What follows belongs to an exercise in optimizing a design on an open flow for small area, a short achievable clock period and few clock cycles per item; a production flow would make more cautious choices. Only simulation tests tie the RTL to the original design; equivalence was not proved.

$ cat flow/standard.sh
#!/bin/bash
# synth_recipe.tcl (not shown) runs the flow's synth.tcl, then flattens the netlist and writes it again
# the make line also repeats each setting of config.mk as NAME=value (left out here)
make -C /OpenROAD-flow-scripts/flow DESIGN_CONFIG=/design/flow/config.mk WORK_HOME=/design/flow/orfs CLKGATE_MAP_FILE= SYNTH_SCRIPT=/design/flow/synth_recipe.tcl "${@:-finish}"
$ cat flow/flow/resynth.abc
strash
dch
map -B 0.2
topo
stime -c
upsize -c
dnsize -c
$ cat flow/constraint.sdc
create_clock -name core_clock -period 8.0 [get_ports {clk}]
set_input_delay 1.6000 -clock core_clock [delete_from_list [all_inputs] [get_ports {clk}]]
set_output_delay 1.6000 -clock core_clock [all_outputs]
set_load 0.01 [all_outputs]
$ cat flow/flow/run.sh
#!/bin/bash
# Layout flow: the standard synthesis, then the combinational logic
# (everything but the flip-flops, which keep their names and cells) is
# re-mapped by ABC with an area-recovering script; then the standard
# layout from the netlist, with sky130_fd_sc_hd__buf_2 port buffers.
# Every tool's output goes to a log file in this folder.
set -euo pipefail
bash standard.sh synth > flow_synth.log 2>&1
R=orfs/results/sky130hd/angle_frame/base
cp $R/1_2_yosys.v $R/1_2_yosys_standard.v
LIB=$FLOW_HOME/platforms/sky130hd/lib/sky130_fd_sc_hd__tt_025C_1v80.lib
sed -e "s#@IN@#$R/1_2_yosys_standard.v#" -e "s#@OUT@#$R/1_2_yosys.v#" \
    -e "s#@LIB@#$LIB#g" -e "s#@ABC@#flow/resynth.abc#" flow/resynth.ys > resynth.ys
yosys -l yosys_resynth.log -q resynth.ys > /dev/null 2>&1
bash standard.sh BUFFER_PORTS_ARGS="-buffer_cell sky130_fd_sc_hd__buf_2" finish > flow_finish.log 2>&1
$ cat flow/design.v
module atang(
	input             clk,
	input             load,       
	input      [11:0] x,
	input      [11:0] y,
	output     [31:0] z,
	output            done        
    );
	reg  [32:0] xr;              
	reg  [34:0] rr;              
	reg  [31:0] zr;
	reg  [31:1] t;               
	reg  [16:0] oh;              
	reg         dn;              
	wire d = rr[34];             
	wire dx = ~dn;
	reg  [29:0] a;
	wire [29:0] anext = ({30{oh[0]}} & 30'h1C128E80) |
	                    ({30{oh[1]}} & 30'h0E400224) |
	                    ({30{oh[2]}} & 30'h0727154C) |
	                    ({30{oh[3]}} & 30'h03946F29) |
	                    ({30{oh[4]}} & 30'h01CA5435) |
	                    ({30{oh[5]}} & 30'h00E52D8D) |
	                    ({30{oh[6]}} & 30'h007296C6) |
	                    ({30{~t[7]}} & {1'b0, a[29:1]});
	wire [32:0] xmask;
	assign xmask[0] = 1'b0;
	assign xmask[1] = t[1];
	assign xmask[2] = t[2];
	assign xmask[3] = t[3];
	assign xmask[4] = t[4];
	assign xmask[5] = t[5];
	assign xmask[6] = t[6];
	assign xmask[7] = t[7];
	assign xmask[8] = t[8];
	assign xmask[9] = t[9];
	assign xmask[10] = t[10];
	assign xmask[11] = t[11];
	assign xmask[12] = t[12];
	assign xmask[13] = t[13];
	assign xmask[14] = t[14];
	assign xmask[15] = t[15];
	assign xmask[16] = t[16];
	assign xmask[17] = t[17];
	assign xmask[18] = t[18];
	assign xmask[19] = t[19];
	assign xmask[20] = t[20];
	assign xmask[21] = t[21];
	assign xmask[22] = t[22];
	assign xmask[23] = t[23];
	assign xmask[24] = t[24];
	assign xmask[25] = t[25];
	assign xmask[26] = t[26];
	assign xmask[27] = t[27];
	assign xmask[28] = t[28];
	assign xmask[29] = t[29];
	assign xmask[30] = t[30];
	assign xmask[32:31] = 2'b11;
	wire [32:0] xm = xr & xmask;
	wire [32:0] ysh;
	assign ysh[0] = (oh[0] & rr[1]) | (oh[1] & rr[3]) | (oh[2] & rr[5]) | (oh[3] & rr[7]) | (oh[4] & rr[9]) | (oh[5] & rr[11]) | (oh[6] & rr[13]) | (oh[7] & rr[15]) | (oh[8] & rr[17]) | (oh[9] & rr[19]) | (oh[10] & rr[21]) | (oh[11] & rr[23]) | (oh[12] & rr[25]) | (oh[13] & rr[27]) | (oh[14] & rr[29]) | (oh[15] & rr[31]) | (oh[16] & rr[33]) | (rr[34] & ~t[17]);
	assign ysh[1] = (oh[0] & rr[2]) | (oh[1] & rr[4]) | (oh[2] & rr[6]) | (oh[3] & rr[8]) | (oh[4] & rr[10]) | (oh[5] & rr[12]) | (oh[6] & rr[14]) | (oh[7] & rr[16]) | (oh[8] & rr[18]) | (oh[9] & rr[20]) | (oh[10] & rr[22]) | (oh[11] & rr[24]) | (oh[12] & rr[26]) | (oh[13] & rr[28]) | (oh[14] & rr[30]) | (oh[15] & rr[32]) | (rr[34] & ~t[16]);
	assign ysh[2] = (oh[0] & rr[3]) | (oh[1] & rr[5]) | (oh[2] & rr[7]) | (oh[3] & rr[9]) | (oh[4] & rr[11]) | (oh[5] & rr[13]) | (oh[6] & rr[15]) | (oh[7] & rr[17]) | (oh[8] & rr[19]) | (oh[9] & rr[21]) | (oh[10] & rr[23]) | (oh[11] & rr[25]) | (oh[12] & rr[27]) | (oh[13] & rr[29]) | (oh[14] & rr[31]) | (oh[15] & rr[33]) | (rr[34] & ~t[16]);
	assign ysh[3] = (oh[0] & rr[4]) | (oh[1] & rr[6]) | (oh[2] & rr[8]) | (oh[3] & rr[10]) | (oh[4] & rr[12]) | (oh[5] & rr[14]) | (oh[6] & rr[16]) | (oh[7] & rr[18]) | (oh[8] & rr[20]) | (oh[9] & rr[22]) | (oh[10] & rr[24]) | (oh[11] & rr[26]) | (oh[12] & rr[28]) | (oh[13] & rr[30]) | (oh[14] & rr[32]) | (rr[34] & ~t[15]);
	assign ysh[4] = (oh[0] & rr[5]) | (oh[1] & rr[7]) | (oh[2] & rr[9]) | (oh[3] & rr[11]) | (oh[4] & rr[13]) | (oh[5] & rr[15]) | (oh[6] & rr[17]) | (oh[7] & rr[19]) | (oh[8] & rr[21]) | (oh[9] & rr[23]) | (oh[10] & rr[25]) | (oh[11] & rr[27]) | (oh[12] & rr[29]) | (oh[13] & rr[31]) | (oh[14] & rr[33]) | (rr[34] & ~t[15]);
	assign ysh[5] = (oh[0] & rr[6]) | (oh[1] & rr[8]) | (oh[2] & rr[10]) | (oh[3] & rr[12]) | (oh[4] & rr[14]) | (oh[5] & rr[16]) | (oh[6] & rr[18]) | (oh[7] & rr[20]) | (oh[8] & rr[22]) | (oh[9] & rr[24]) | (oh[10] & rr[26]) | (oh[11] & rr[28]) | (oh[12] & rr[30]) | (oh[13] & rr[32]) | (rr[34] & ~t[14]);
	assign ysh[6] = (oh[0] & rr[7]) | (oh[1] & rr[9]) | (oh[2] & rr[11]) | (oh[3] & rr[13]) | (oh[4] & rr[15]) | (oh[5] & rr[17]) | (oh[6] & rr[19]) | (oh[7] & rr[21]) | (oh[8] & rr[23]) | (oh[9] & rr[25]) | (oh[10] & rr[27]) | (oh[11] & rr[29]) | (oh[12] & rr[31]) | (oh[13] & rr[33]) | (rr[34] & ~t[14]);
	assign ysh[7] = (oh[0] & rr[8]) | (oh[1] & rr[10]) | (oh[2] & rr[12]) | (oh[3] & rr[14]) | (oh[4] & rr[16]) | (oh[5] & rr[18]) | (oh[6] & rr[20]) | (oh[7] & rr[22]) | (oh[8] & rr[24]) | (oh[9] & rr[26]) | (oh[10] & rr[28]) | (oh[11] & rr[30]) | (oh[12] & rr[32]) | (rr[34] & ~t[13]);
	assign ysh[8] = (oh[0] & rr[9]) | (oh[1] & rr[11]) | (oh[2] & rr[13]) | (oh[3] & rr[15]) | (oh[4] & rr[17]) | (oh[5] & rr[19]) | (oh[6] & rr[21]) | (oh[7] & rr[23]) | (oh[8] & rr[25]) | (oh[9] & rr[27]) | (oh[10] & rr[29]) | (oh[11] & rr[31]) | (oh[12] & rr[33]) | (rr[34] & ~t[13]);
	assign ysh[9] = (oh[0] & rr[10]) | (oh[1] & rr[12]) | (oh[2] & rr[14]) | (oh[3] & rr[16]) | (oh[4] & rr[18]) | (oh[5] & rr[20]) | (oh[6] & rr[22]) | (oh[7] & rr[24]) | (oh[8] & rr[26]) | (oh[9] & rr[28]) | (oh[10] & rr[30]) | (oh[11] & rr[32]) | (rr[34] & ~t[12]);
	assign ysh[10] = (oh[0] & rr[11]) | (oh[1] & rr[13]) | (oh[2] & rr[15]) | (oh[3] & rr[17]) | (oh[4] & rr[19]) | (oh[5] & rr[21]) | (oh[6] & rr[23]) | (oh[7] & rr[25]) | (oh[8] & rr[27]) | (oh[9] & rr[29]) | (oh[10] & rr[31]) | (oh[11] & rr[33]) | (rr[34] & ~t[12]);
	assign ysh[11] = (oh[0] & rr[12]) | (oh[1] & rr[14]) | (oh[2] & rr[16]) | (oh[3] & rr[18]) | (oh[4] & rr[20]) | (oh[5] & rr[22]) | (oh[6] & rr[24]) | (oh[7] & rr[26]) | (oh[8] & rr[28]) | (oh[9] & rr[30]) | (oh[10] & rr[32]) | (rr[34] & ~t[11]);
	assign ysh[12] = (oh[0] & rr[13]) | (oh[1] & rr[15]) | (oh[2] & rr[17]) | (oh[3] & rr[19]) | (oh[4] & rr[21]) | (oh[5] & rr[23]) | (oh[6] & rr[25]) | (oh[7] & rr[27]) | (oh[8] & rr[29]) | (oh[9] & rr[31]) | (oh[10] & rr[33]) | (rr[34] & ~t[11]);
	assign ysh[13] = (oh[0] & rr[14]) | (oh[1] & rr[16]) | (oh[2] & rr[18]) | (oh[3] & rr[20]) | (oh[4] & rr[22]) | (oh[5] & rr[24]) | (oh[6] & rr[26]) | (oh[7] & rr[28]) | (oh[8] & rr[30]) | (oh[9] & rr[32]) | (rr[34] & ~t[10]);
	assign ysh[14] = (oh[0] & rr[15]) | (oh[1] & rr[17]) | (oh[2] & rr[19]) | (oh[3] & rr[21]) | (oh[4] & rr[23]) | (oh[5] & rr[25]) | (oh[6] & rr[27]) | (oh[7] & rr[29]) | (oh[8] & rr[31]) | (oh[9] & rr[33]) | (rr[34] & ~t[10]);
	assign ysh[15] = (oh[0] & rr[16]) | (oh[1] & rr[18]) | (oh[2] & rr[20]) | (oh[3] & rr[22]) | (oh[4] & rr[24]) | (oh[5] & rr[26]) | (oh[6] & rr[28]) | (oh[7] & rr[30]) | (oh[8] & rr[32]) | (rr[34] & ~t[9]);
	assign ysh[16] = (oh[0] & rr[17]) | (oh[1] & rr[19]) | (oh[2] & rr[21]) | (oh[3] & rr[23]) | (oh[4] & rr[25]) | (oh[5] & rr[27]) | (oh[6] & rr[29]) | (oh[7] & rr[31]) | (oh[8] & rr[33]) | (rr[34] & ~t[9]);
	assign ysh[17] = (oh[0] & rr[18]) | (oh[1] & rr[20]) | (oh[2] & rr[22]) | (oh[3] & rr[24]) | (oh[4] & rr[26]) | (oh[5] & rr[28]) | (oh[6] & rr[30]) | (oh[7] & rr[32]) | (rr[34] & ~t[8]);
	assign ysh[18] = (oh[0] & rr[19]) | (oh[1] & rr[21]) | (oh[2] & rr[23]) | (oh[3] & rr[25]) | (oh[4] & rr[27]) | (oh[5] & rr[29]) | (oh[6] & rr[31]) | (oh[7] & rr[33]) | (rr[34] & ~t[8]);
	assign ysh[19] = (oh[0] & rr[20]) | (oh[1] & rr[22]) | (oh[2] & rr[24]) | (oh[3] & rr[26]) | (oh[4] & rr[28]) | (oh[5] & rr[30]) | (oh[6] & rr[32]) | (rr[34] & ~t[7]);
	assign ysh[20] = (oh[0] & rr[21]) | (oh[1] & rr[23]) | (oh[2] & rr[25]) | (oh[3] & rr[27]) | (oh[4] & rr[29]) | (oh[5] & rr[31]) | (oh[6] & rr[33]) | (rr[34] & ~t[7]);
	assign ysh[21] = (oh[0] & rr[22]) | (oh[1] & rr[24]) | (oh[2] & rr[26]) | (oh[3] & rr[28]) | (oh[4] & rr[30]) | (oh[5] & rr[32]) | (rr[34] & ~t[6]);
	assign ysh[22] = (oh[0] & rr[23]) | (oh[1] & rr[25]) | (oh[2] & rr[27]) | (oh[3] & rr[29]) | (oh[4] & rr[31]) | (oh[5] & rr[33]) | (rr[34] & ~t[6]);
	assign ysh[23] = (oh[0] & rr[24]) | (oh[1] & rr[26]) | (oh[2] & rr[28]) | (oh[3] & rr[30]) | (oh[4] & rr[32]) | (rr[34] & ~t[5]);
	assign ysh[24] = (oh[0] & rr[25]) | (oh[1] & rr[27]) | (oh[2] & rr[29]) | (oh[3] & rr[31]) | (oh[4] & rr[33]) | (rr[34] & ~t[5]);
	assign ysh[25] = (oh[0] & rr[26]) | (oh[1] & rr[28]) | (oh[2] & rr[30]) | (oh[3] & rr[32]) | (rr[34] & ~t[4]);
	assign ysh[26] = (oh[0] & rr[27]) | (oh[1] & rr[29]) | (oh[2] & rr[31]) | (oh[3] & rr[33]) | (rr[34] & ~t[4]);
	assign ysh[27] = (oh[0] & rr[28]) | (oh[1] & rr[30]) | (oh[2] & rr[32]) | (rr[34] & ~t[3]);
	assign ysh[28] = (oh[0] & rr[29]) | (oh[1] & rr[31]) | (oh[2] & rr[33]) | (rr[34] & ~t[3]);
	assign ysh[29] = (oh[0] & rr[30]) | (oh[1] & rr[32]) | (rr[34] & ~t[2]);
	assign ysh[30] = (oh[0] & rr[31]) | (oh[1] & rr[33]) | (rr[34] & ~t[2]);
	assign ysh[31] = (oh[0] & rr[32]) | (rr[34] & ~t[1]);
	assign ysh[32] = (oh[0] & rr[33]) | (rr[34] & ~t[1]);
	wire [34:0] rnext;
	wire [32:0] xnext;
	wire [31:0] znext;
	add35 radd(.a({rr[33:0], 1'b0}), .b({2'b00, xm} ^ {35{~d}}), .ci(~d), .s(rnext));
	add33 xadd(.a(xr), .b(ysh ^ {33{dx}}), .ci(dx), .s(xnext));
	add32 zadd(.a(zr), .b({2'b00, a} ^ {32{dx}}), .ci(dx), .s(znext));
	wire [12:0] xy_sum, xy_dif;
	add13 sadd(.a({1'b0, x}), .b({1'b0, y}), .ci(1'b0), .s(xy_sum));
	add13 dadd(.a({1'b0, y}), .b(~{1'b0, x}), .ci(1'b1), .s(xy_dif));
	always @(posedge clk) begin
		t <= load ? 31'h7fffffff : {t[30:1], 1'b0};
		oh <= load ? 17'd1 : {oh[15:0], 1'b0};
		a <= load ? 30'h35214E63 : anext;
		dn <= load ? ~xy_dif[12] : ~rnext[34];
		if (load) begin
			xr <= {1'b0, xy_sum, 19'b0};
			rr <= {{3{xy_dif[12]}}, xy_dif, 19'b0};
			zr <= 32'h5A000000;
		end else begin
			xr <= xnext;
			rr <= rnext;
			zr <= znext;
		end
	end
	wire [14:0] zl = zr[14:0] ^ {15{dn}};
	assign done = ~|a[29:14] & (zl >= {a[13:0], 1'b0});
	assign z = zr;
endmodule
module add35(input [34:0] a, input [34:0] b, input ci, output [34:0] s);
	wire [34:0] p0 = a ^ b;
	wire [34:0] g0 = a & b;
	wire gc0 = g0[0] | (p0[0] & ci);
	wire gn1 = g0[1] | (p0[1] & gc0);
	wire gn2 = g0[3] | (p0[3] & g0[2]);
	wire pn2 = p0[3] & p0[2];
	wire gn3 = g0[5] | (p0[5] & g0[4]);
	wire pn3 = p0[5] & p0[4];
	wire gn4 = g0[7] | (p0[7] & g0[6]);
	wire pn4 = p0[7] & p0[6];
	wire gn5 = g0[9] | (p0[9] & g0[8]);
	wire pn5 = p0[9] & p0[8];
	wire gn6 = g0[11] | (p0[11] & g0[10]);
	wire pn6 = p0[11] & p0[10];
	wire gn7 = g0[13] | (p0[13] & g0[12]);
	wire pn7 = p0[13] & p0[12];
	wire gn8 = g0[15] | (p0[15] & g0[14]);
	wire pn8 = p0[15] & p0[14];
	wire gn9 = g0[17] | (p0[17] & g0[16]);
	wire pn9 = p0[17] & p0[16];
	wire gn10 = g0[19] | (p0[19] & g0[18]);
	wire pn10 = p0[19] & p0[18];
	wire gn11 = g0[21] | (p0[21] & g0[20]);
	wire pn11 = p0[21] & p0[20];
	wire gn12 = g0[23] | (p0[23] & g0[22]);
	wire pn12 = p0[23] & p0[22];
	wire gn13 = g0[25] | (p0[25] & g0[24]);
	wire pn13 = p0[25] & p0[24];
	wire gn14 = g0[27] | (p0[27] & g0[26]);
	wire pn14 = p0[27] & p0[26];
	wire gn15 = g0[29] | (p0[29] & g0[28]);
	wire pn15 = p0[29] & p0[28];
	wire gn16 = g0[31] | (p0[31] & g0[30]);
	wire pn16 = p0[31] & p0[30];
	wire gn17 = g0[33] | (p0[33] & g0[32]);
	wire pn17 = p0[33] & p0[32];
	wire gn18 = g0[2] | (p0[2] & gn1);
	wire gn19 = gn2 | (pn2 & gn1);
	wire gn20 = g0[6] | (p0[6] & gn3);
	wire pn20 = p0[6] & pn3;
	wire gn21 = gn4 | (pn4 & gn3);
	wire pn21 = pn4 & pn3;
	wire gn22 = g0[10] | (p0[10] & gn5);
	wire pn22 = p0[10] & pn5;
	wire gn23 = gn6 | (pn6 & gn5);
	wire pn23 = pn6 & pn5;
	wire gn24 = g0[14] | (p0[14] & gn7);
	wire pn24 = p0[14] & pn7;
	wire gn25 = gn8 | (pn8 & gn7);
	wire pn25 = pn8 & pn7;
	wire gn26 = g0[18] | (p0[18] & gn9);
	wire pn26 = p0[18] & pn9;
	wire gn27 = gn10 | (pn10 & gn9);
	wire pn27 = pn10 & pn9;
	wire gn28 = g0[22] | (p0[22] & gn11);
	wire pn28 = p0[22] & pn11;
	wire gn29 = gn12 | (pn12 & gn11);
	wire pn29 = pn12 & pn11;
	wire gn30 = g0[26] | (p0[26] & gn13);
	wire pn30 = p0[26] & pn13;
	wire gn31 = gn14 | (pn14 & gn13);
	wire pn31 = pn14 & pn13;
	wire gn32 = g0[30] | (p0[30] & gn15);
	wire pn32 = p0[30] & pn15;
	wire gn33 = gn16 | (pn16 & gn15);
	wire pn33 = pn16 & pn15;
	wire gn34 = g0[34] | (p0[34] & gn17);
	wire pn34 = p0[34] & pn17;
	wire gn35 = g0[4] | (p0[4] & gn19);
	wire gn36 = gn3 | (pn3 & gn19);
	wire gn37 = gn20 | (pn20 & gn19);
	wire gn38 = gn21 | (pn21 & gn19);
	wire gn39 = g0[12] | (p0[12] & gn23);
	wire pn39 = p0[12] & pn23;
	wire gn40 = gn7 | (pn7 & gn23);
	wire pn40 = pn7 & pn23;
	wire gn41 = gn24 | (pn24 & gn23);
	wire pn41 = pn24 & pn23;
	wire gn42 = gn25 | (pn25 & gn23);
	wire pn42 = pn25 & pn23;
	wire gn43 = g0[20] | (p0[20] & gn27);
	wire pn43 = p0[20] & pn27;
	wire gn44 = gn11 | (pn11 & gn27);
	wire pn44 = pn11 & pn27;
	wire gn45 = gn28 | (pn28 & gn27);
	wire pn45 = pn28 & pn27;
	wire gn46 = gn29 | (pn29 & gn27);
	wire pn46 = pn29 & pn27;
	wire gn47 = g0[28] | (p0[28] & gn31);
	wire pn47 = p0[28] & pn31;
	wire gn48 = gn15 | (pn15 & gn31);
	wire pn48 = pn15 & pn31;
	wire gn49 = gn32 | (pn32 & gn31);
	wire pn49 = pn32 & pn31;
	wire gn50 = gn33 | (pn33 & gn31);
	wire pn50 = pn33 & pn31;
	wire gn51 = g0[8] | (p0[8] & gn38);
	wire gn52 = gn5 | (pn5 & gn38);
	wire gn53 = gn22 | (pn22 & gn38);
	wire gn54 = gn23 | (pn23 & gn38);
	wire gn55 = gn39 | (pn39 & gn38);
	wire gn56 = gn40 | (pn40 & gn38);
	wire gn57 = gn41 | (pn41 & gn38);
	wire gn58 = gn42 | (pn42 & gn38);
	wire gn59 = g0[24] | (p0[24] & gn46);
	wire pn59 = p0[24] & pn46;
	wire gn60 = gn13 | (pn13 & gn46);
	wire pn60 = pn13 & pn46;
	wire gn61 = gn30 | (pn30 & gn46);
	wire pn61 = pn30 & pn46;
	wire gn62 = gn31 | (pn31 & gn46);
	wire pn62 = pn31 & pn46;
	wire gn63 = gn47 | (pn47 & gn46);
	wire pn63 = pn47 & pn46;
	wire gn64 = gn48 | (pn48 & gn46);
	wire pn64 = pn48 & pn46;
	wire gn65 = gn49 | (pn49 & gn46);
	wire pn65 = pn49 & pn46;
	wire gn66 = gn50 | (pn50 & gn46);
	wire pn66 = pn50 & pn46;
	wire gn67 = g0[16] | (p0[16] & gn58);
	wire gn68 = gn9 | (pn9 & gn58);
	wire gn69 = gn26 | (pn26 & gn58);
	wire gn70 = gn27 | (pn27 & gn58);
	wire gn71 = gn43 | (pn43 & gn58);
	wire gn72 = gn44 | (pn44 & gn58);
	wire gn73 = gn45 | (pn45 & gn58);
	wire gn74 = gn46 | (pn46 & gn58);
	wire gn75 = gn59 | (pn59 & gn58);
	wire gn76 = gn60 | (pn60 & gn58);
	wire gn77 = gn61 | (pn61 & gn58);
	wire gn78 = gn62 | (pn62 & gn58);
	wire gn79 = gn63 | (pn63 & gn58);
	wire gn80 = gn64 | (pn64 & gn58);
	wire gn81 = gn65 | (pn65 & gn58);
	wire gn82 = gn66 | (pn66 & gn58);
	wire gn83 = g0[32] | (p0[32] & gn82);
	wire gn84 = gn17 | (pn17 & gn82);
	wire gn85 = gn34 | (pn34 & gn82);
	wire [34:0] c;
	assign c[0] = ci;
	assign c[1] = gc0;
	assign c[2] = gn1;
	assign c[3] = gn18;
	assign c[4] = gn19;
	assign c[5] = gn35;
	assign c[6] = gn36;
	assign c[7] = gn37;
	assign c[8] = gn38;
	assign c[9] = gn51;
	assign c[10] = gn52;
	assign c[11] = gn53;
	assign c[12] = gn54;
	assign c[13] = gn55;
	assign c[14] = gn56;
	assign c[15] = gn57;
	assign c[16] = gn58;
	assign c[17] = gn67;
	assign c[18] = gn68;
	assign c[19] = gn69;
	assign c[20] = gn70;
	assign c[21] = gn71;
	assign c[22] = gn72;
	assign c[23] = gn73;
	assign c[24] = gn74;
	assign c[25] = gn75;
	assign c[26] = gn76;
	assign c[27] = gn77;
	assign c[28] = gn78;
	assign c[29] = gn79;
	assign c[30] = gn80;
	assign c[31] = gn81;
	assign c[32] = gn82;
	assign c[33] = gn83;
	assign c[34] = gn84;
	assign s = p0 ^ c;
endmodule
module add33(input [32:0] a, input [32:0] b, input ci, output [32:0] s);
	wire [32:0] p0 = a ^ b;
	wire [32:0] g0 = a & b;
	wire gc0 = g0[0] | (p0[0] & ci);
	wire gn1 = g0[1] | (p0[1] & gc0);
	wire gn2 = g0[3] | (p0[3] & g0[2]);
	wire pn2 = p0[3] & p0[2];
	wire gn3 = g0[5] | (p0[5] & g0[4]);
	wire pn3 = p0[5] & p0[4];
	wire gn4 = g0[7] | (p0[7] & g0[6]);
	wire pn4 = p0[7] & p0[6];
	wire gn5 = g0[9] | (p0[9] & g0[8]);
	wire pn5 = p0[9] & p0[8];
	wire gn6 = g0[11] | (p0[11] & g0[10]);
	wire pn6 = p0[11] & p0[10];
	wire gn7 = g0[13] | (p0[13] & g0[12]);
	wire pn7 = p0[13] & p0[12];
	wire gn8 = g0[15] | (p0[15] & g0[14]);
	wire pn8 = p0[15] & p0[14];
	wire gn9 = g0[17] | (p0[17] & g0[16]);
	wire pn9 = p0[17] & p0[16];
	wire gn10 = g0[19] | (p0[19] & g0[18]);
	wire pn10 = p0[19] & p0[18];
	wire gn11 = g0[21] | (p0[21] & g0[20]);
	wire pn11 = p0[21] & p0[20];
	wire gn12 = g0[23] | (p0[23] & g0[22]);
	wire pn12 = p0[23] & p0[22];
	wire gn13 = g0[25] | (p0[25] & g0[24]);
	wire pn13 = p0[25] & p0[24];
	wire gn14 = g0[27] | (p0[27] & g0[26]);
	wire pn14 = p0[27] & p0[26];
	wire gn15 = g0[29] | (p0[29] & g0[28]);
	wire pn15 = p0[29] & p0[28];
	wire gn16 = g0[31] | (p0[31] & g0[30]);
	wire pn16 = p0[31] & p0[30];
	wire gn17 = g0[2] | (p0[2] & gn1);
	wire gn18 = gn2 | (pn2 & gn1);
	wire gn19 = g0[6] | (p0[6] & gn3);
	wire pn19 = p0[6] & pn3;
	wire gn20 = gn4 | (pn4 & gn3);
	wire pn20 = pn4 & pn3;
	wire gn21 = g0[10] | (p0[10] & gn5);
	wire pn21 = p0[10] & pn5;
	wire gn22 = gn6 | (pn6 & gn5);
	wire pn22 = pn6 & pn5;
	wire gn23 = g0[14] | (p0[14] & gn7);
	wire pn23 = p0[14] & pn7;
	wire gn24 = gn8 | (pn8 & gn7);
	wire pn24 = pn8 & pn7;
	wire gn25 = g0[18] | (p0[18] & gn9);
	wire pn25 = p0[18] & pn9;
	wire gn26 = gn10 | (pn10 & gn9);
	wire pn26 = pn10 & pn9;
	wire gn27 = g0[22] | (p0[22] & gn11);
	wire pn27 = p0[22] & pn11;
	wire gn28 = gn12 | (pn12 & gn11);
	wire pn28 = pn12 & pn11;
	wire gn29 = g0[26] | (p0[26] & gn13);
	wire pn29 = p0[26] & pn13;
	wire gn30 = gn14 | (pn14 & gn13);
	wire pn30 = pn14 & pn13;
	wire gn31 = g0[30] | (p0[30] & gn15);
	wire pn31 = p0[30] & pn15;
	wire gn32 = gn16 | (pn16 & gn15);
	wire pn32 = pn16 & pn15;
	wire gn33 = g0[4] | (p0[4] & gn18);
	wire gn34 = gn3 | (pn3 & gn18);
	wire gn35 = gn19 | (pn19 & gn18);
	wire gn36 = gn20 | (pn20 & gn18);
	wire gn37 = g0[12] | (p0[12] & gn22);
	wire pn37 = p0[12] & pn22;
	wire gn38 = gn7 | (pn7 & gn22);
	wire pn38 = pn7 & pn22;
	wire gn39 = gn23 | (pn23 & gn22);
	wire pn39 = pn23 & pn22;
	wire gn40 = gn24 | (pn24 & gn22);
	wire pn40 = pn24 & pn22;
	wire gn41 = g0[20] | (p0[20] & gn26);
	wire pn41 = p0[20] & pn26;
	wire gn42 = gn11 | (pn11 & gn26);
	wire pn42 = pn11 & pn26;
	wire gn43 = gn27 | (pn27 & gn26);
	wire pn43 = pn27 & pn26;
	wire gn44 = gn28 | (pn28 & gn26);
	wire pn44 = pn28 & pn26;
	wire gn45 = g0[28] | (p0[28] & gn30);
	wire pn45 = p0[28] & pn30;
	wire gn46 = gn15 | (pn15 & gn30);
	wire pn46 = pn15 & pn30;
	wire gn47 = gn31 | (pn31 & gn30);
	wire pn47 = pn31 & pn30;
	wire gn48 = gn32 | (pn32 & gn30);
	wire pn48 = pn32 & pn30;
	wire gn49 = g0[8] | (p0[8] & gn36);
	wire gn50 = gn5 | (pn5 & gn36);
	wire gn51 = gn21 | (pn21 & gn36);
	wire gn52 = gn22 | (pn22 & gn36);
	wire gn53 = gn37 | (pn37 & gn36);
	wire gn54 = gn38 | (pn38 & gn36);
	wire gn55 = gn39 | (pn39 & gn36);
	wire gn56 = gn40 | (pn40 & gn36);
	wire gn57 = g0[24] | (p0[24] & gn44);
	wire pn57 = p0[24] & pn44;
	wire gn58 = gn13 | (pn13 & gn44);
	wire pn58 = pn13 & pn44;
	wire gn59 = gn29 | (pn29 & gn44);
	wire pn59 = pn29 & pn44;
	wire gn60 = gn30 | (pn30 & gn44);
	wire pn60 = pn30 & pn44;
	wire gn61 = gn45 | (pn45 & gn44);
	wire pn61 = pn45 & pn44;
	wire gn62 = gn46 | (pn46 & gn44);
	wire pn62 = pn46 & pn44;
	wire gn63 = gn47 | (pn47 & gn44);
	wire pn63 = pn47 & pn44;
	wire gn64 = gn48 | (pn48 & gn44);
	wire pn64 = pn48 & pn44;
	wire gn65 = g0[16] | (p0[16] & gn56);
	wire gn66 = gn9 | (pn9 & gn56);
	wire gn67 = gn25 | (pn25 & gn56);
	wire gn68 = gn26 | (pn26 & gn56);
	wire gn69 = gn41 | (pn41 & gn56);
	wire gn70 = gn42 | (pn42 & gn56);
	wire gn71 = gn43 | (pn43 & gn56);
	wire gn72 = gn44 | (pn44 & gn56);
	wire gn73 = gn57 | (pn57 & gn56);
	wire gn74 = gn58 | (pn58 & gn56);
	wire gn75 = gn59 | (pn59 & gn56);
	wire gn76 = gn60 | (pn60 & gn56);
	wire gn77 = gn61 | (pn61 & gn56);
	wire gn78 = gn62 | (pn62 & gn56);
	wire gn79 = gn63 | (pn63 & gn56);
	wire gn80 = gn64 | (pn64 & gn56);
	wire gn81 = g0[32] | (p0[32] & gn80);
	wire [32:0] c;
	assign c[0] = ci;
	assign c[1] = gc0;
	assign c[2] = gn1;
	assign c[3] = gn17;
	assign c[4] = gn18;
	assign c[5] = gn33;
	assign c[6] = gn34;
	assign c[7] = gn35;
	assign c[8] = gn36;
	assign c[9] = gn49;
	assign c[10] = gn50;
	assign c[11] = gn51;
	assign c[12] = gn52;
	assign c[13] = gn53;
	assign c[14] = gn54;
	assign c[15] = gn55;
	assign c[16] = gn56;
	assign c[17] = gn65;
	assign c[18] = gn66;
	assign c[19] = gn67;
	assign c[20] = gn68;
	assign c[21] = gn69;
	assign c[22] = gn70;
	assign c[23] = gn71;
	assign c[24] = gn72;
	assign c[25] = gn73;
	assign c[26] = gn74;
	assign c[27] = gn75;
	assign c[28] = gn76;
	assign c[29] = gn77;
	assign c[30] = gn78;
	assign c[31] = gn79;
	assign c[32] = gn80;
	assign s = p0 ^ c;
endmodule
module add32(input [31:0] a, input [31:0] b, input ci, output [31:0] s);
	wire [31:0] p0 = a ^ b;
	wire [31:0] g0 = a & b;
	wire gc0 = g0[0] | (p0[0] & ci);
	wire gn1 = g0[1] | (p0[1] & gc0);
	wire gn2 = g0[3] | (p0[3] & g0[2]);
	wire pn2 = p0[3] & p0[2];
	wire gn3 = g0[5] | (p0[5] & g0[4]);
	wire pn3 = p0[5] & p0[4];
	wire gn4 = g0[7] | (p0[7] & g0[6]);
	wire pn4 = p0[7] & p0[6];
	wire gn5 = g0[9] | (p0[9] & g0[8]);
	wire pn5 = p0[9] & p0[8];
	wire gn6 = g0[11] | (p0[11] & g0[10]);
	wire pn6 = p0[11] & p0[10];
	wire gn7 = g0[13] | (p0[13] & g0[12]);
	wire pn7 = p0[13] & p0[12];
	wire gn8 = g0[15] | (p0[15] & g0[14]);
	wire pn8 = p0[15] & p0[14];
	wire gn9 = g0[17] | (p0[17] & g0[16]);
	wire pn9 = p0[17] & p0[16];
	wire gn10 = g0[19] | (p0[19] & g0[18]);
	wire pn10 = p0[19] & p0[18];
	wire gn11 = g0[21] | (p0[21] & g0[20]);
	wire pn11 = p0[21] & p0[20];
	wire gn12 = g0[23] | (p0[23] & g0[22]);
	wire pn12 = p0[23] & p0[22];
	wire gn13 = g0[25] | (p0[25] & g0[24]);
	wire pn13 = p0[25] & p0[24];
	wire gn14 = g0[27] | (p0[27] & g0[26]);
	wire pn14 = p0[27] & p0[26];
	wire gn15 = g0[29] | (p0[29] & g0[28]);
	wire pn15 = p0[29] & p0[28];
	wire gn16 = g0[31] | (p0[31] & g0[30]);
	wire pn16 = p0[31] & p0[30];
	wire gn17 = g0[2] | (p0[2] & gn1);
	wire gn18 = gn2 | (pn2 & gn1);
	wire gn19 = g0[6] | (p0[6] & gn3);
	wire pn19 = p0[6] & pn3;
	wire gn20 = gn4 | (pn4 & gn3);
	wire pn20 = pn4 & pn3;
	wire gn21 = g0[10] | (p0[10] & gn5);
	wire pn21 = p0[10] & pn5;
	wire gn22 = gn6 | (pn6 & gn5);
	wire pn22 = pn6 & pn5;
	wire gn23 = g0[14] | (p0[14] & gn7);
	wire pn23 = p0[14] & pn7;
	wire gn24 = gn8 | (pn8 & gn7);
	wire pn24 = pn8 & pn7;
	wire gn25 = g0[18] | (p0[18] & gn9);
	wire pn25 = p0[18] & pn9;
	wire gn26 = gn10 | (pn10 & gn9);
	wire pn26 = pn10 & pn9;
	wire gn27 = g0[22] | (p0[22] & gn11);
	wire pn27 = p0[22] & pn11;
	wire gn28 = gn12 | (pn12 & gn11);
	wire pn28 = pn12 & pn11;
	wire gn29 = g0[26] | (p0[26] & gn13);
	wire pn29 = p0[26] & pn13;
	wire gn30 = gn14 | (pn14 & gn13);
	wire pn30 = pn14 & pn13;
	wire gn31 = g0[30] | (p0[30] & gn15);
	wire pn31 = p0[30] & pn15;
	wire gn32 = gn16 | (pn16 & gn15);
	wire pn32 = pn16 & pn15;
	wire gn33 = g0[4] | (p0[4] & gn18);
	wire gn34 = gn3 | (pn3 & gn18);
	wire gn35 = gn19 | (pn19 & gn18);
	wire gn36 = gn20 | (pn20 & gn18);
	wire gn37 = g0[12] | (p0[12] & gn22);
	wire pn37 = p0[12] & pn22;
	wire gn38 = gn7 | (pn7 & gn22);
	wire pn38 = pn7 & pn22;
	wire gn39 = gn23 | (pn23 & gn22);
	wire pn39 = pn23 & pn22;
	wire gn40 = gn24 | (pn24 & gn22);
	wire pn40 = pn24 & pn22;
	wire gn41 = g0[20] | (p0[20] & gn26);
	wire pn41 = p0[20] & pn26;
	wire gn42 = gn11 | (pn11 & gn26);
	wire pn42 = pn11 & pn26;
	wire gn43 = gn27 | (pn27 & gn26);
	wire pn43 = pn27 & pn26;
	wire gn44 = gn28 | (pn28 & gn26);
	wire pn44 = pn28 & pn26;
	wire gn45 = g0[28] | (p0[28] & gn30);
	wire pn45 = p0[28] & pn30;
	wire gn46 = gn15 | (pn15 & gn30);
	wire pn46 = pn15 & pn30;
	wire gn47 = gn31 | (pn31 & gn30);
	wire pn47 = pn31 & pn30;
	wire gn48 = gn32 | (pn32 & gn30);
	wire pn48 = pn32 & pn30;
	wire gn49 = g0[8] | (p0[8] & gn36);
	wire gn50 = gn5 | (pn5 & gn36);
	wire gn51 = gn21 | (pn21 & gn36);
	wire gn52 = gn22 | (pn22 & gn36);
	wire gn53 = gn37 | (pn37 & gn36);
	wire gn54 = gn38 | (pn38 & gn36);
	wire gn55 = gn39 | (pn39 & gn36);
	wire gn56 = gn40 | (pn40 & gn36);
	wire gn57 = g0[24] | (p0[24] & gn44);
	wire pn57 = p0[24] & pn44;
	wire gn58 = gn13 | (pn13 & gn44);
	wire pn58 = pn13 & pn44;
	wire gn59 = gn29 | (pn29 & gn44);
	wire pn59 = pn29 & pn44;
	wire gn60 = gn30 | (pn30 & gn44);
	wire pn60 = pn30 & pn44;
	wire gn61 = gn45 | (pn45 & gn44);
	wire pn61 = pn45 & pn44;
	wire gn62 = gn46 | (pn46 & gn44);
	wire pn62 = pn46 & pn44;
	wire gn63 = gn47 | (pn47 & gn44);
	wire pn63 = pn47 & pn44;
	wire gn64 = gn48 | (pn48 & gn44);
	wire pn64 = pn48 & pn44;
	wire gn65 = g0[16] | (p0[16] & gn56);
	wire gn66 = gn9 | (pn9 & gn56);
	wire gn67 = gn25 | (pn25 & gn56);
	wire gn68 = gn26 | (pn26 & gn56);
	wire gn69 = gn41 | (pn41 & gn56);
	wire gn70 = gn42 | (pn42 & gn56);
	wire gn71 = gn43 | (pn43 & gn56);
	wire gn72 = gn44 | (pn44 & gn56);
	wire gn73 = gn57 | (pn57 & gn56);
	wire gn74 = gn58 | (pn58 & gn56);
	wire gn75 = gn59 | (pn59 & gn56);
	wire gn76 = gn60 | (pn60 & gn56);
	wire gn77 = gn61 | (pn61 & gn56);
	wire gn78 = gn62 | (pn62 & gn56);
	wire gn79 = gn63 | (pn63 & gn56);
	wire gn80 = gn64 | (pn64 & gn56);
	wire [31:0] c;
	assign c[0] = ci;
	assign c[1] = gc0;
	assign c[2] = gn1;
	assign c[3] = gn17;
	assign c[4] = gn18;
	assign c[5] = gn33;
	assign c[6] = gn34;
	assign c[7] = gn35;
	assign c[8] = gn36;
	assign c[9] = gn49;
	assign c[10] = gn50;
	assign c[11] = gn51;
	assign c[12] = gn52;
	assign c[13] = gn53;
	assign c[14] = gn54;
	assign c[15] = gn55;
	assign c[16] = gn56;
	assign c[17] = gn65;
	assign c[18] = gn66;
	assign c[19] = gn67;
	assign c[20] = gn68;
	assign c[21] = gn69;
	assign c[22] = gn70;
	assign c[23] = gn71;
	assign c[24] = gn72;
	assign c[25] = gn73;
	assign c[26] = gn74;
	assign c[27] = gn75;
	assign c[28] = gn76;
	assign c[29] = gn77;
	assign c[30] = gn78;
	assign c[31] = gn79;
	assign s = p0 ^ c;
endmodule
module add13(input [12:0] a, input [12:0] b, input ci, output [12:0] s);
	wire [12:0] p0 = a ^ b;
	wire [12:0] g0 = a & b;
	wire gc0 = g0[0] | (p0[0] & ci);
	wire gn1 = g0[1] | (p0[1] & gc0);
	wire gn2 = g0[3] | (p0[3] & g0[2]);
	wire pn2 = p0[3] & p0[2];
	wire gn3 = g0[5] | (p0[5] & g0[4]);
	wire pn3 = p0[5] & p0[4];
	wire gn4 = g0[7] | (p0[7] & g0[6]);
	wire pn4 = p0[7] & p0[6];
	wire gn5 = g0[9] | (p0[9] & g0[8]);
	wire pn5 = p0[9] & p0[8];
	wire gn6 = g0[11] | (p0[11] & g0[10]);
	wire pn6 = p0[11] & p0[10];
	wire gn7 = g0[2] | (p0[2] & gn1);
	wire gn8 = gn2 | (pn2 & gn1);
	wire gn9 = g0[6] | (p0[6] & gn3);
	wire pn9 = p0[6] & pn3;
	wire gn10 = gn4 | (pn4 & gn3);
	wire pn10 = pn4 & pn3;
	wire gn11 = g0[10] | (p0[10] & gn5);
	wire pn11 = p0[10] & pn5;
	wire gn12 = gn6 | (pn6 & gn5);
	wire pn12 = pn6 & pn5;
	wire gn13 = g0[4] | (p0[4] & gn8);
	wire gn14 = gn3 | (pn3 & gn8);
	wire gn15 = gn9 | (pn9 & gn8);
	wire gn16 = gn10 | (pn10 & gn8);
	wire gn17 = g0[12] | (p0[12] & gn12);
	wire pn17 = p0[12] & pn12;
	wire gn18 = g0[8] | (p0[8] & gn16);
	wire gn19 = gn5 | (pn5 & gn16);
	wire gn20 = gn11 | (pn11 & gn16);
	wire gn21 = gn12 | (pn12 & gn16);
	wire gn22 = gn17 | (pn17 & gn16);
	wire [12:0] c;
	assign c[0] = ci;
	assign c[1] = gc0;
	assign c[2] = gn1;
	assign c[3] = gn7;
	assign c[4] = gn8;
	assign c[5] = gn13;
	assign c[6] = gn14;
	assign c[7] = gn15;
	assign c[8] = gn16;
	assign c[9] = gn18;
	assign c[10] = gn19;
	assign c[11] = gn20;
	assign c[12] = gn21;
	assign s = p0 ^ c;
endmodule
module conv_dec_ascii(
	input  [16:0] d_in,
	output [20:0] digits     
    );
	wire [6:0] i = d_in[16:10];
	wire [9:0] f = d_in[9:0];
	wire [13:0] m1 = {1'b0, f, 3'b0} + {3'b0, f, 1'b0};
	wire [13:0] m2 = {1'b0, m1[9:0], 3'b0} + {3'b0, m1[9:0], 1'b0};
	wire [13:0] m3 = {1'b0, m2[9:0], 3'b0} + {3'b0, m2[9:0], 1'b0};
	wire [3:0] qh = m1[13:10];
	wire [3:0] qt = m2[13:10];
	wire [3:0] qo = m3[13:10];
	wire [3:0] it = (i >= 7'd120) ? 4'd12 : (i >= 7'd110) ? 4'd11 : (i >= 7'd100) ? 4'd10 :
	                (i >= 7'd90) ? 4'd9 : (i >= 7'd80) ? 4'd8 : (i >= 7'd70) ? 4'd7 :
	                (i >= 7'd60) ? 4'd6 : (i >= 7'd50) ? 4'd5 : (i >= 7'd40) ? 4'd4 :
	                (i >= 7'd30) ? 4'd3 : (i >= 7'd20) ? 4'd2 : (i >= 7'd10) ? 4'd1 : 4'd0;
	wire [6:0] io = i - {it, 3'b0} - {2'b0, it, 1'b0};
	wire       ih = it[3] & (it[2] | it[1]);
	wire [8:0] ti = {ih, ih ? it - 4'd10 : it, io[3:0]};
	assign digits = {ti, qh, qt, qo};
endmodule
module CRC(
	input  [20:0] digits,    
	output [7:0]  crc
    );
	function [7:0] crc8;
		input [47:0] m;
		integer k;
		reg [7:0] c;
		reg fb;
		begin
			c = 8'h80;
			for (k = 47; k >= 0; k = k - 1) begin
				fb = c[7] ^ m[k];
				c = {c[6:0], 1'b0} ^ (fb ? 8'h31 : 8'h00);
			end
			crc8 = c;
		end
	endfunction
	wire [47:0] text = {7'b0011000, digits[20], 4'h3, digits[19:16], 4'h3, digits[15:12],
	                    4'h3, digits[11:8], 4'h3, digits[7:4], 4'h3, digits[3:0]};
	assign crc = crc8(text);
endmodule
module angle_frame(
	input clk,
	input rst,
	input start,
	input [11:0] x,
	input [11:0] y,
	output [55:0] frame,
	output frame_valid
    );
	reg        busy;
	reg        valid;
	reg  [20:0] dig;
	reg  [7:0]  crc_hi;          
	wire [31:0] z;
	wire [20:0] dig_next;
	wire [7:0]  crc_hi_next, crc_lo, crc_0;
	wire        done;
	atang Arctg_alg(.clk(clk), .load(start), .x(x), .y(y), .z(z), .done(done));
	conv_dec_ascii Conversie(.d_in(z[31:15]), .digits(dig_next));
	CRC crc_a(.digits({dig_next[20:4], 4'd0}), .crc(crc_hi_next));
	CRC crc_b(.digits({17'd0, dig[3:0]}), .crc(crc_lo));
	CRC crc_c(.digits(21'd0), .crc(crc_0));
	wire last = done;
	always @(posedge clk) begin
		dig <= dig_next;
		crc_hi <= crc_hi_next;
		if (rst) begin
			busy  <= 1'b0;
			valid <= 1'b0;
		end else begin
			busy  <= start | (busy & ~last);
			valid <= busy & last;
		end
	end
	assign frame = {7'b0011000, dig[20], 4'h3, dig[19:16], 4'h3, dig[15:12],
	                4'h3, dig[11:8], 4'h3, dig[7:4], 4'h3, dig[3:0],
	                crc_hi ^ crc_lo ^ crc_0};
	assign frame_valid = valid;
endmodule
$ cat flow/flow/resynth.ys
read_liberty -overwrite -ignore_miss_func @LIB@
read_verilog -overwrite @IN@
hierarchy -top angle_frame
setattr -mod -set keep_hierarchy 1 sky130_fd_sc_hd__df*
flatten
opt_clean
abc -script @ABC@ -liberty @LIB@ -dont_use sky130_fd_sc_hd__lpflow_bleeder_1 -dont_use sky130_fd_sc_hd__lpflow_clkbufkapwr_1 -dont_use sky130_fd_sc_hd__lpflow_clkbufkapwr_16 -dont_use sky130_fd_sc_hd__lpflow_clkbufkapwr_2 -dont_use sky130_fd_sc_hd__lpflow_clkbufkapwr_4 -dont_use sky130_fd_sc_hd__lpflow_clkbufkapwr_8 -dont_use sky130_fd_sc_hd__lpflow_clkinvkapwr_1 -dont_use sky130_fd_sc_hd__lpflow_clkinvkapwr_16 -dont_use sky130_fd_sc_hd__lpflow_clkinvkapwr_2 -dont_use sky130_fd_sc_hd__lpflow_clkinvkapwr_4 -dont_use sky130_fd_sc_hd__lpflow_clkinvkapwr_8 -dont_use sky130_fd_sc_hd__lpflow_decapkapwr_12 -dont_use sky130_fd_sc_hd__lpflow_decapkapwr_3 -dont_use sky130_fd_sc_hd__lpflow_decapkapwr_4 -dont_use sky130_fd_sc_hd__lpflow_decapkapwr_6 -dont_use sky130_fd_sc_hd__lpflow_decapkapwr_8 -dont_use sky130_fd_sc_hd__lpflow_inputiso0n_1 -dont_use sky130_fd_sc_hd__lpflow_inputiso0p_1 -dont_use sky130_fd_sc_hd__lpflow_inputiso1n_1 -dont_use sky130_fd_sc_hd__lpflow_inputiso1p_1 -dont_use sky130_fd_sc_hd__lpflow_inputisolatch_1 -dont_use sky130_fd_sc_hd__lpflow_isobufsrc_1 -dont_use sky130_fd_sc_hd__lpflow_isobufsrc_16 -dont_use sky130_fd_sc_hd__lpflow_isobufsrc_2 -dont_use sky130_fd_sc_hd__lpflow_isobufsrc_4 -dont_use sky130_fd_sc_hd__lpflow_isobufsrc_8 -dont_use sky130_fd_sc_hd__lpflow_isobufsrckapwr_16 -dont_use sky130_fd_sc_hd__lpflow_lsbuf_lh_hl_isowell_tap_1 -dont_use sky130_fd_sc_hd__lpflow_lsbuf_lh_hl_isowell_tap_2 -dont_use sky130_fd_sc_hd__lpflow_lsbuf_lh_hl_isowell_tap_4 -dont_use sky130_fd_sc_hd__lpflow_lsbuf_lh_isowell_4 -dont_use sky130_fd_sc_hd__lpflow_lsbuf_lh_isowell_tap_1 -dont_use sky130_fd_sc_hd__lpflow_lsbuf_lh_isowell_tap_2 -dont_use sky130_fd_sc_hd__lpflow_lsbuf_lh_isowell_tap_4 -dont_use sky130_fd_sc_hd__probe_p_8 -dont_use sky130_fd_sc_hd__probec_p_8 
opt_clean -purge
hilomap -singleton -hicell sky130_fd_sc_hd__conb_1 HI -locell sky130_fd_sc_hd__conb_1 LO
setundef -zero
splitnets
opt_clean -purge
stat -liberty @LIB@
delete =sky130_fd_sc_hd__*
write_verilog -noattr -noexpr -nohex -nodec @OUT@
$ cat flow/config.mk
export PLATFORM = sky130hd
export DESIGN_NAME = angle_frame
export DESIGN_NICKNAME = angle_frame
export VERILOG_FILES = /design/flow/design.v
export SDC_FILE = /design/flow/constraint.sdc
export NUM_CORES = 8
export LEC_CHECK = 0
export CAP_MARGIN = 20
export CORE_MARGIN = 2
export CORE_UTILIZATION = 40
export CTS_BUF_LIST = sky130_fd_sc_hd__clkbuf_8
export CTS_CLUSTER_SIZE = 12
export SETUP_SLACK_MARGIN = 4.0
export SLEW_MARGIN = 20
export SYNTH_MEMORY_MAX_BITS = 65536
==> results.yml, run 1 <==
status:
  status: "complete, no violations"
sta:
  grt_setup_unrepaired: "false"
  setup-tns-final_ps: 0
  relSlewSlack: 0.316
  finalSetupViolations: 0
  fin_ws_ps: 4200
  hold_viol: 0
  fmax_ghz: 0.263
  fin_skew_ps: 20.9
  period_needed_ps: 3800
  slew_violations: 0
  worstMarginPinSlew_ps: 1020
  period_share: 0.475
clocking:
  htreeDepth: 2
  clock-sinks: 207
  numCtsBuffers: 41
  post-cts-setup-buffer-count: 0
  clk_latency_ps: 620
  clk_root_buffer_cell: "clkbuf_8"
  cts_tree: "done"
  clk_pin_slew_ps: 60
  cts.path.max_buffers: 3
final_layout:
  area.growth.synth_to_final_pct: 12.3
  fin_area_um2: 17800
  drive_gt1_frac: 0.116
  finish.net_count: 2629
  antenna_cells: 0
  n_fill_cell: 4061
placement:
  hpwl_um: 36600
  place_area_um2: 16900
  place.gp.congestion: 0.932
  pre_cts_slack_ps: 3940
  port-buffer-count: 56
yosys:
  yosys_warnings: 3
  syn_inst: 2473
  synth.avg_cell_area_um2: 6.41
  synth_area_um2: 15900
floorplan:
  dieArea_um2: 41200
  rows: 72
  initial_core_util: 0.407
  coreArea_um2: 38900
  dieHeight_um: 203
  die_w_um: 203
  ios: 84
critical_path:
  worstPathArrival_ps: 4290
  worstRegToRegCells: 17
  required_ps: 8500
  crit_path_start_kind: "register"
  critPathKind: "register to register"
  crit_fanout: 20
  rr_startpoint: "Arctg_alg.oh[6]$_SDFF_PP0_"
  critPathCaptureType: "register"
  worstSetupStartpoint: "Arctg_alg.oh[6]$_SDFF_PP0_"
detailed_routing:
  routed_wl_um: 50700
  ant_nets: 0
  routedWlPerCell_um: 16.1
  vias: 17200
  vias_per_cell: 5.47
  drt-initial-drc-count: 1324
  firstDrtPassIters: 7
  drc: 0
global_routing:
  grt_max_degree: 97
  grt_pass1_vias: 16500
  grt_pass1_wl_um: 83200
  grt_overflow_total: 0
  track_usage: 0.248
  grt_antenna_before_repair: 0
worst_hold_path:
  hold_depth: 1
  hold_start: "Arctg_alg.t[29]$_SDFF_PP1_"
  holdCritPathClass: "register to register"
flow_run:
  max_cap_viol_count: 0
[what timing repair did]
item,in CTS,in global routing
gates resized for setup,0,7
hold buffers,0,0
endpoints found under the hold margin,0,0
endpoints found under the setup margin,0,27
[routing by layer]
| layer | wire length, um | GRT usage | up-vias |
|---|---|---|---|
| met3 | 3880 | 0.0531 | 176 |
| met2 | 22700 | 0.407 | 638 |
| met5 | 0 | 0 | - |
| li1 | - | - | 8593 |
| met1 | 21700 | 0.308 | 7805 |
| met4 | 2410 | 0.121 | 0 |
[registers in the layout, indices dropped and copies added, names as in the netlist]
name          count
Arctg_alg.rr     34
Arctg_alg.dn      1
Arctg_alg.zr     32
crc_hi            8
dig              21
valid             1
Arctg_alg.t      30
Arctg_alg.oh     16
Arctg_alg.xr     33
busy              1
Arctg_alg.a      30
[final timing paths]
| path | slack, ps | to |
|---|---|---|
| worst min register to register | 430 | Arctg_alg.t[30]$_SDFF_PP1_ |
| worst max-delay path | 4200 | Arctg_alg.xr[31]$_DFF_P_ |
| worst max register to register | 4200 | Arctg_alg.xr[31]$_DFF_P_ |
| worst min-delay path | 430 | Arctg_alg.t[30]$_SDFF_PP1_ |
[layout make-up]
class / instances / area [um2] / share of cell area
clock buffer: 50 / 688 / 0.0386
clock inverter: 22 / 181 / 0.0102
inverter: 295 / 1180 / 0.0662
multi-input combinational: 1995 / 10600 / 0.596
sequential: 207 / 4160 / 0.233
tap: 518 / 648 / 0.0364
timing repair buffer: 62 / 339 / 0.0190
[worst max-delay path, cell delays in order, from the launching register on]
cell      delay, ps
dfxtp_1         990
inv_2           340
o22ai_1         350
nor3_1          130
nand3_1          80
nand2_1          80
nand3_1          90
nand2_1         120
nand4_1         130
nand2_2          90
nand2_2         200
nand3_2         230
a31oi_4         270
o21bai_4        100
nand3_2         120
nand3_1         120
a21oi_1         180
nor2_1           60
[stage by stage]
stage / std cells / util / hold WS, ps
finish: 3149 / 0.458 / 435
global route: 3149 / 0.458 / 456
CTS: 3149 / 0.457 / 435
detailed placement: 3077 / 0.435 / 422
global placement: 3077 / 0.435 / 417
floorplan: 2498 / - / 415
[cells in the final DEF (no fill, tap or decap), drive strengths merged, types with 38 or more instances in the layout]
cell    count
a21oi     130
a22oi      53
buf        62
clkbuf     50
clkinv    257
dfxtp     207
inv        56
nand2     671
nand3     188
nand4      67
nor2      307
nor3       38
o21ai     125
o22ai      47
or2        44
xnor2      58
xor2       87
Testbench counts, summed over its fixed seeds: cycles 159,356, frames 8,000.
==> run 2, diff against run 1 <==
--- a/flow/config.mk
+++ b/flow/config.mk
@@ -9,6 +9,7 @@
 export CORE_MARGIN = 2
 export CORE_UTILIZATION = 40
 export CTS_BUF_LIST = sky130_fd_sc_hd__clkbuf_8
+export CTS_CLUSTER_DIAMETER = 60
 export CTS_CLUSTER_SIZE = 12
 export SETUP_SLACK_MARGIN = 4.0
 export SLEW_MARGIN = 20
==> run 2 against run 1 <==
Net effect:
- via count down 0.60%
- non-clock buffer count unchanged
- sequential share of layout area up 0.42 points
- core utilization fell by 0.81 points
- count of clock-buffer cells in the layout shrank 23
- die area did not move
- still clean
- fmax decreased by 0.79%
- sequential cell count unchanged
==> results.yml, run 2 <==
global_routing:
  grt_pass1_wl_um: 82500
  grt_overflow_total: 0
  grt_max_degree: 97
  grt_antenna_before_repair: 0
  track_usage: 0.244
  grt_pass1_vias: 16300
yosys:
  synth.avg_cell_area_um2: 6.41
  syn_inst: 2473
  yosys_warnings: 3
  synth_area_um2: 15900
final_layout:
  area.growth.synth_to_final_pct: 10.4
  regArea_um2: 4160
  finish.net_count: 2614
  n_fill_cell: 4079
  final_common_cell: "nand2_1"
  reg.largest.list: "Arctg_alg.rr (34), Arctg_alg.xr (33), Arctg_alg.zr (32)"
  fin_util: 0.450
  multi_input_area_um2: 10600
  largest_register_ffs: 34
  antenna_cells: 0
  most-common-layout-cells: "nand2_1, nor2_1, clkinv_1"
  top_register: "Arctg_alg.rr"
  drive_gt1_frac: 0.110
floorplan:
  dieHeight_um: 203
  die_w_um: 203
  initial_core_util: 0.407
  ios: 84
  rows: 72
  coreArea_um2: 38900
  dieArea_um2: 41200
detailed_routing:
  drc: 0
  firstDrtPassIters: 6
  routedWlPerCell_um: 16.2
  vias: 17100
  vias_per_cell: 5.48
  routed_wl_um: 50500
  drt-initial-drc-count: 1444
  ant_nets: 0
worst_hold_path:
  holdCritPathClass: "register to register"
  hold_start: "Arctg_alg.t[29]$_SDFF_PP1_"
  hold_depth: 1
  min_to: "Arctg_alg.t[30]$_SDFF_PP1_"
clocking:
  clk_pin_slew_ps: 90
  htreeDepth: 1
  cts_tree: "done"
  clk_root_buffer_cell: "clkbuf_8"
  cts.path.max_buffers: 3
  clock-sinks: 207
  clk_latency_ps: 620
  hold_buffers: 0
  numCtsBuffers: 26
critical_path:
  reg2reg_to: "Arctg_alg.xr[31]$_DFF_P_"
  critPathKind: "register to register"
  critPathCaptureType: "register"
  crit_fanout: 20
  rrSetupSlack_ps: 4170
  required_ps: 8520
  worstPathArrival_ps: 4350
  worstRegToRegCells: 17
  rr_startpoint: "Arctg_alg.oh[6]$_SDFF_PP0_"
  crit_path_start_kind: "register"
sta:
  slew_violations: 0
  grt_setup_unrepaired: "false"
  relSlewSlack: 0.307
  period_share: 0.479
  hold_viol: 0
  setup-tns-final_ps: 0
  fin_skew_ps: 20.3
  fin_ws_ps: 4170
  worstMarginPinSlew_ps: 1040
  fmax_ghz: 0.261
  period_needed_ps: 3830
  finalSetupViolations: 0
placement:
  pre_cts_slack_ps: 3940
  port-buffer-count: 56
  hpwl_um: 36600
  place.gp.congestion: 0.932
status:
  status: "complete, no violations"
flow_run:
  max_cap_viol_count: 0
## run 2: worst max-delay path: stages, from the launching register on
cell,delay [ps]
dfxtp_1,1010
inv_2,340
o22ai_1,390
nor3_1,130
nand3_1,90
nand2_1,80
nand3_1,100
nand2_1,130
nand4_1,140
nand2_2,90
nand2_2,190
nand3_2,220
a31oi_4,270
o21bai_4,100
nand3_2,120
nand3_1,110
a21oi_1,170
nor2_1,60
## run 2: stage by stage
stage                     hold WS (ps)  instances  area, um2
after floorplan                    415       2498      16000
after global placement             417       3077      16900
after detailed placement           422       3077      16900
after CTS                          443       3122      17500
after global routing               464       3122      17500
final                              442       3122      17500
## run 2: layer usage
| metal | vias up | part of all wire | GRT usage |
|---|---|---|---|
| li1 | 8560 | - | - |
| met1 | 7770 | 0.43 | 0.306 |
| met4 | 0 | 0.049 | 0.107 |
| met3 | 176 | 0.066 | 0.0377 |
| met5 | - | 0 | 0 |
| met2 | 602 | 0.45 | 0.412 |
## run 2: layout make-up
cell class	instances	share of cell area
well taps	518	0.0370
repair buffers	62	0.0194
clock buffers	27	0.0212
flip-flops and latches	207	0.237
clock inverters	18	0.0105
multi-input cells	1995	0.607
inverters	295	0.0673
## run 2: timing repair
item                                    CTS  global route
endpoints found under the setup margin    0            30
buffers inserted                          0             0
gates resized for setup                   0             7
## run 2: worst max path at each step
stage	endpoint	cells after the start	slack (ps)	from
detailed placement	Arctg_alg.rr[33]$_DFF_P_	22	3940	y[1]
finish	Arctg_alg.xr[31]$_DFF_P_	17	4170	Arctg_alg.oh[6]$_SDFF_PP0_
CTS	Arctg_alg.rr[34]$_DFF_P_	20	4120	Arctg_alg.rr[34]$_DFF_P_
floorplan	Arctg_alg.zr[18]$_SDFF_PP0_	16	4460	Arctg_alg.dn$_DFF_P_
global placement	Arctg_alg.rr[31]$_DFF_P_	22	4000	y[1]
global route	Arctg_alg.xr[32]$_SDFF_PP0_	18	4010	Arctg_alg.oh[6]$_SDFF_PP0_
==> run 3, diff against run 2 <==
--- a/flow/config.mk
+++ b/flow/config.mk
@@ -8,9 +8,9 @@
 export CAP_MARGIN = 20
 export CORE_MARGIN = 2
 export CORE_UTILIZATION = 40
-export CTS_BUF_LIST = sky130_fd_sc_hd__clkbuf_8
-export CTS_CLUSTER_DIAMETER = 60
-export CTS_CLUSTER_SIZE = 12
-export SETUP_SLACK_MARGIN = 4.0
+export CTS_BUF_LIST = sky130_fd_sc_hd__clkbuf_16
+export CTS_CLUSTER_DIAMETER = 80
+export CTS_CLUSTER_SIZE = 24
+export SETUP_SLACK_MARGIN = 4.2
 export SLEW_MARGIN = 20
 export SYNTH_MEMORY_MAX_BITS = 65536
==> run 3 against run 2 <==
Net effect:
- still clean on timing, DRC and antenna
- setup slack gained 300 ps
- synthesized area stayed put
- via count fell by 0.67%
- die area unchanged
- fmax rose by 8.6%
- cell count down 0.48%
- synthesized cell count stayed put
==> results.yml, run 3 <==
sta:
  finalSetupViolations: 0
  period_needed_ps: 3520
  relSlewSlack: 0.443
  period_share: 0.441
  worstMarginPinSlew_ps: 835
  grt_setup_unrepaired: "false"
  slew_violations: 0
  fmax_ghz: 0.284
  hold_viol: 0
  fin_skew_ps: 19.2
  setup-tns-final_ps: 0
final_layout:
  n_fill_cell: 4086
  drive_gt1_frac: 0.109
  antenna_cells: 0
  fin_cells: 3107
  fin_util: 0.451
  top_register: "Arctg_alg.rr"
  finish.net_count: 2606
  area.growth.synth_to_final_pct: 10.8
  reg.largest.list: "Arctg_alg.rr (34), Arctg_alg.xr (33), Arctg_alg.zr (32)"
  most-common-layout-cells: "nand2_1, nor2_1, clkinv_1"
  largest_register_ffs: 34
  final_common_cell: "nand2_1"
clocking:
  clk_root_buffer_cell: "clkbuf_16"
  post-cts-setup-buffer-count: 0
  hold_buffers: 0
  cts_tree: "done"
  cts.path.max_buffers: 3
  clock-sinks: 207
  htreeDepth: 1
  clk_latency_ps: 530
  clk_pin_slew_ps: 70
  numCtsBuffers: 18
critical_path:
  path_buf_inv: 1
  worstPathArrival_ps: 3940
  crit_family: "simple AND/OR/NAND/NOR gates"
  worstRegToRegCells: 14
  slowest_delay_ps: 780
  crit_fanout: 13
  crit_slowest_cell: "dfxtp_1"
  critPathKind: "register to register"
  reg2reg_to: "Arctg_alg.xr[30]$_DFF_P_"
  timing.critical_path.mode_cell: "nand3_1"
  required_ps: 8420
  rr_startpoint: "Arctg_alg.rr[31]$_DFF_P_"
  rrSetupSlack_ps: 4480
  crit_path_start_kind: "register"
  worstPathCellList: "clkinv_1 > o22ai_1 > a221oi_1 > nand3_1 > xor2_1 > xnor2_1 > nor3_1 > a31oi_4 > o21bai_4 > nand3_2 > nand3_1 > nand2_1 > nand3_1 > o21ai_0"
  critPathCaptureType: "register"
global_routing:
  grt_max_degree: 97
  track_usage: 0.244
  grt_overflow_total: 0
  grt_pass1_wl_um: 82500
  grt_pass1_vias: 16300
  grt_antenna_before_repair: 0
floorplan:
  dieArea_um2: 41200
  dieHeight_um: 203
  ios: 84
  rows: 72
  die_w_um: 203
  initial_core_util: 0.407
  coreArea_um2: 38900
worst_hold_path:
  holdCritPathClass: "register to register"
  hold_start: "Arctg_alg.t[29]$_SDFF_PP1_"
  hold_depth: 1
  min_to: "Arctg_alg.t[30]$_SDFF_PP1_"
detailed_routing:
  drt-initial-drc-count: 1372
  drc: 0
  vias: 17000
  firstDrtPassIters: 5
  ant_nets: 0
  routed_wl_um: 50100
  vias_per_cell: 5.47
  routedWlPerCell_um: 16.1
placement:
  hpwl_um: 36600
  place.gp.congestion: 0.932
  dpl.cell_count: 3077
  port-buffer-count: 56
yosys:
  synth_area_um2: 15900
  yosys_warnings: 3
  syn_inst: 2473
  synth.avg_cell_area_um2: 6.41
status:
  status: "complete, no violations"
flow_run:
  max_cap_viol_count: 0
[run 3: worst max path at each step]
stage	startpoint	to	slack [ps]	depth (start not counted)
after floorplan	Arctg_alg.dn$_DFF_P_	Arctg_alg.zr[18]$_SDFF_PP0_	4460	16
after global placement	y[1]	Arctg_alg.rr[31]$_DFF_P_	4000	22
after detailed placement	y[1]	Arctg_alg.rr[33]$_DFF_P_	3940	22
after CTS	Arctg_alg.dn$_DFF_P_	Arctg_alg.zr[30]$_SDFF_PP1_	4220	17
after global routing	x[1]	Arctg_alg.xr[31]$_DFF_P_	4200	19
final	Arctg_alg.rr[31]$_DFF_P_	Arctg_alg.xr[30]$_DFF_P_	4480	14
[run 3: what timing repair did]
| action | in CTS | in global routing |
|---|---|---|
| pin swaps | 0 | 1 |
| gates resized for setup | 2 | 22 |
| setup endpoints to repair | 4 | 41 |
[run 3: metrics by stage]
stage	setup slack [ps]	cell area, um2	hold slack (ps)
4_1_cts	4220	17500	438
3_3_place_gp	4000	16900	417
5_1_grt	4200	17600	457
3_5_place_dp	3940	16900	422
6_report	4480	17600	436
2_1_floorplan	4460	16000	415
[run 3: routing by layer]
layer	track usage	wire [um]
met1	0.307	21600
met2	0.409	22600
met3	0.0409	3600
met4	0.110	2370
met5	0	0
[run 3: layout make-up]
cell class | count | area, um2 | share of cell area
clock buffers | 19 | 475 | 0.0271
inverters | 295 | 1180 | 0.0671
flip-flops and latches | 207 | 4170 | 0.237
well taps | 518 | 648 | 0.0369
repair buffers | 62 | 353 | 0.0201
multi-input cells | 1995 | 10600 | 0.605
clock inverters | 11 | 116 | 0.00662

-- separate check: timing with driven ports --
The results above use ideal ports. As a check the final layouts listed here were re-extracted and re-timed, cells and wires unchanged.
Step 1, drivers: a clkbuf_16 drives clk and a buf_2 each remaining input, both assumed.
Step 2 moves the port delays by t, midway between the first and last clock arrival at a register: inputs arrive t later, outputs are due t later. That takes back most of the time a late clock gives input paths.
Three values: ideal, step 1, step 2; two values: the first two.
| run | t, ns | setup WS [ns] | slew at the worst register clock pin (ns) |
|---|---|---|---|
| run 1 | 0.663 | 4.202 / 4.202 / 3.955 | 0.07 / 0.07 |
| run 2 | 0.663 | 4.171 / 4.171 / 3.984 | 0.09 / 0.09 |
| run 3 | 0.581 | 4.475 / 4.475 / 4.012 | 0.09 / 0.09 |
After both steps setup and hold are still met in every run listed. For run 3, which loses most, drivers alone change the setup slack by 0.000 ns; drivers and shift together by -0.463 ns.
